This is an optimization exercise on Yosys and OpenROAD, whose aim is small area, not a production implementation. Only simulation tests tie the RTL to the original design; equivalence was not proved. Power figures rest on the tool's default switching activity, not on a simulated workload.

==> run K <==
// MainModule
module MainModule(clk, rst, start, si_1, si_0, b1, b2, b3, b4, st, clk_on, data_compp, read_dataaa, Db1, Db2, Db3, Db4, Tb1, Tb2, Tb3, Tb4
, Rb1, Rb2, Rb3, Rb4, readPacket, o_hsync, o_vsync, o_vga_blank, o_vga_sync, o_vga_clk, o_red, o_blue, o_green);
clock: 10.0 ns
lec_check: 0
abc_area: 1
cap_margin: 30
core_margin: 2
core_utilization: 55
cts_buf_list: sky130_fd_sc_hd__clkbuf_8
cts_cluster_diameter: 70
cts_cluster_size: 15
place_density: 0.65
slew_margin: 20
standard.sh (not shown) runs the stock make flow with config.mk's settings and CLKGATE_MAP_FILE= SYNTH_SCRIPT=/design/flow/synth_recipe.tcl, a recipe that flattens the netlist after the stock synthesis.
==> flow/flow/run.sh <==
#!/bin/bash
# The standard layout (the standard.sh: ORFS synthesis through finish),
# except that the input and output ports get the smallest buffer,
# sky130_fd_sc_hd__buf_1, instead of ORFS's default port buffer.
set -euo pipefail
export BUFFER_PORTS_ARGS="-buffer_cell sky130_fd_sc_hd__buf_1"
bash standard.sh finish > standard_flow.log 2>&1
==> run C: changes against run K <==
- CTS_CLUSTER_DIAMETER: 70 -> not set
- CTS_CLUSTER_SIZE: 15 -> not set
==> run R: changes against run K <==
==> flow/run.sh (new file) <==
#!/bin/bash
# synth_recipe.tcl (not shown) runs the flow's synth.tcl, then flattens the netlist and writes it again
# the make line also repeats each setting of config.mk as NAME=value (left out here)
make -C /OpenROAD-flow-scripts/flow DESIGN_CONFIG=/design/flow/config.mk WORK_HOME=/design/flow/orfs CLKGATE_MAP_FILE= SYNTH_SCRIPT=/design/flow/synth_recipe.tcl finish
- CTS_BUF_LIST: sky130_fd_sc_hd__clkbuf_8 -> not set
- CTS_CLUSTER_DIAMETER: 70 -> not set
- CTS_CLUSTER_SIZE: 15 -> not set
removed: flow/flow/run.sh
removed: flow/standard.sh
==> report_table.html <==
<table>
<tr><th>Metric</th><th>Value</th></tr>
<tr><th colspan="2">Global route</th></tr>
<tr><td>First-pass GRT wire length</td><td>111 mm</td></tr>
<tr><td>Maximum number of pins on one net before global-route repair</td><td>35</td></tr>
<tr><td>Met1 track demand over resource</td><td>48.7%</td></tr>
<tr><th colspan="2">Power and ir drop</th></tr>
<tr><td>Total net switching power</td><td>0.000870 W</td></tr>
<tr><th colspan="2">Layout</th></tr>
<tr><td>Count of plain and timing-repair buffers</td><td>140</td></tr>
<tr><td>Area of all placed cells without fillers</td><td>0.0229 sq mm</td></tr>
<tr><td>Most frequent cells in the layout</td><td>nand2_1 (525), inv_1 (384), nor2_1 (266), o21ai_0 (203), nand3_1 (191)</td></tr>
<tr><th colspan="2">Placed design</th></tr>
<tr><td>Post-DP HPWL</td><td>56.5 mm</td></tr>
<tr><th colspan="2">Detailed routing</th></tr>
<tr><td>Total detailed-routing wirelength</td><td>72.8 mm</td></tr>
<tr><td>Met2 WL</td><td>33.5 mm</td></tr>
<tr><th colspan="2">Clock network</th></tr>
<tr><td>Clock transition at the registers of the reported paths</td><td>0.06 ns</td></tr>
<tr><td>Htree depth</td><td>2</td></tr>
<tr><th colspan="2">Status</th></tr>
<tr><td>Outcome</td><td>no timing/DRC/antenna violations</td></tr>
</table>
-- figures above: run R

==> report_table.html <==
<table>
<tr><th>Metric</th><th>Value</th></tr>
<tr><th colspan="2">Placed design</th></tr>
<tr><td>Post-DP HPWL</td><td>55.2 mm</td></tr>
<tr><th colspan="2">Layout</th></tr>
<tr><td>Count of plain and timing-repair buffers</td><td>141</td></tr>
<tr><td>Area of all placed cells without fillers</td><td>0.0214 sq mm</td></tr>
<tr><td>Most frequent cells in the layout</td><td>nand2_1 (525), inv_1 (394), nor2_1 (266), o21ai_0 (203), nand3_1 (191)</td></tr>
<tr><th colspan="2">Detailed routing</th></tr>
<tr><td>Total detailed-routing wirelength</td><td>70.3 mm</td></tr>
<tr><td>Met2 WL</td><td>31.6 mm</td></tr>
<tr><th colspan="2">Global route</th></tr>
<tr><td>Met1 track demand over resource</td><td>48.4%</td></tr>
<tr><td>Maximum number of pins on one net before global-route repair</td><td>54</td></tr>
<tr><th colspan="2">Power and ir drop</th></tr>
<tr><td>Total net switching power</td><td>0.000786 W</td></tr>
<tr><th colspan="2">Clock network</th></tr>
<tr><td>Htree depth</td><td>1</td></tr>
<tr><td>Clock transition at the registers of the reported paths</td><td>0.10 ns</td></tr>
<tr><th colspan="2">Status</th></tr>
<tr><td>Outcome</td><td>no timing/DRC/antenna violations</td></tr>
</table>
-- figures above: run K

==> report_table.html <==
<table>
<tr><th>Metric</th><th>Value</th></tr>
<tr><th colspan="2">Status</th></tr>
<tr><td>Outcome</td><td>no timing/DRC/antenna violations</td></tr>
<tr><th colspan="2">Detailed routing</th></tr>
<tr><td>Total detailed-routing wirelength</td><td>70.9 mm</td></tr>
<tr><th colspan="2">Placed design</th></tr>
<tr><td>Post-DP HPWL</td><td>55.2 mm</td></tr>
<tr><th colspan="2">Global route</th></tr>
<tr><td>Met1 track demand over resource</td><td>48.7%</td></tr>
<tr><td>Maximum number of pins on one net before global-route repair</td><td>54</td></tr>
<tr><td>First-pass GRT wire length</td><td>109 mm</td></tr>
<tr><th colspan="2">Clock network</th></tr>
<tr><td>Htree depth</td><td>2</td></tr>
<tr><th colspan="2">Layout</th></tr>
<tr><td>Area of all placed cells without fillers</td><td>0.0219 sq mm</td></tr>
</table>
-- figures above: run C

==> re-timing with driven ports <==
The flow's constraints put no driver on any port. The routed layouts listed below were extracted and timed again, unchanged, in two steps.
Step 1 sets driving cells, clkbuf_16 on the clock port and buf_2 on the other inputs (assumed; they add their load-dependent delay and slew).
Step 2 times the ports against the registers' clock, not the clock port: input delays grow and output delays shrink by t, the midpoint of the rising clock arrivals with the driver on.
a / b / c = ideal ports / drivers / drivers and shift; a / b = the first two.
run	t, ns	setup slack, ns	hold slack, ns	worst register clock-pin slew, ns
run K	0.709	1.264 / 1.264 / 1.264	0.398 / 0.398 / 0.398	0.10 / 0.10
run C	0.691	1.247 / 1.247 / 1.247	0.390 / 0.390 / 0.390	0.08 / 0.08
run R	0.619	0.833 / 0.833 / 0.833	0.415 / 0.415 / 0.415	0.07 / 0.07
After both steps every run listed still meets setup and hold.
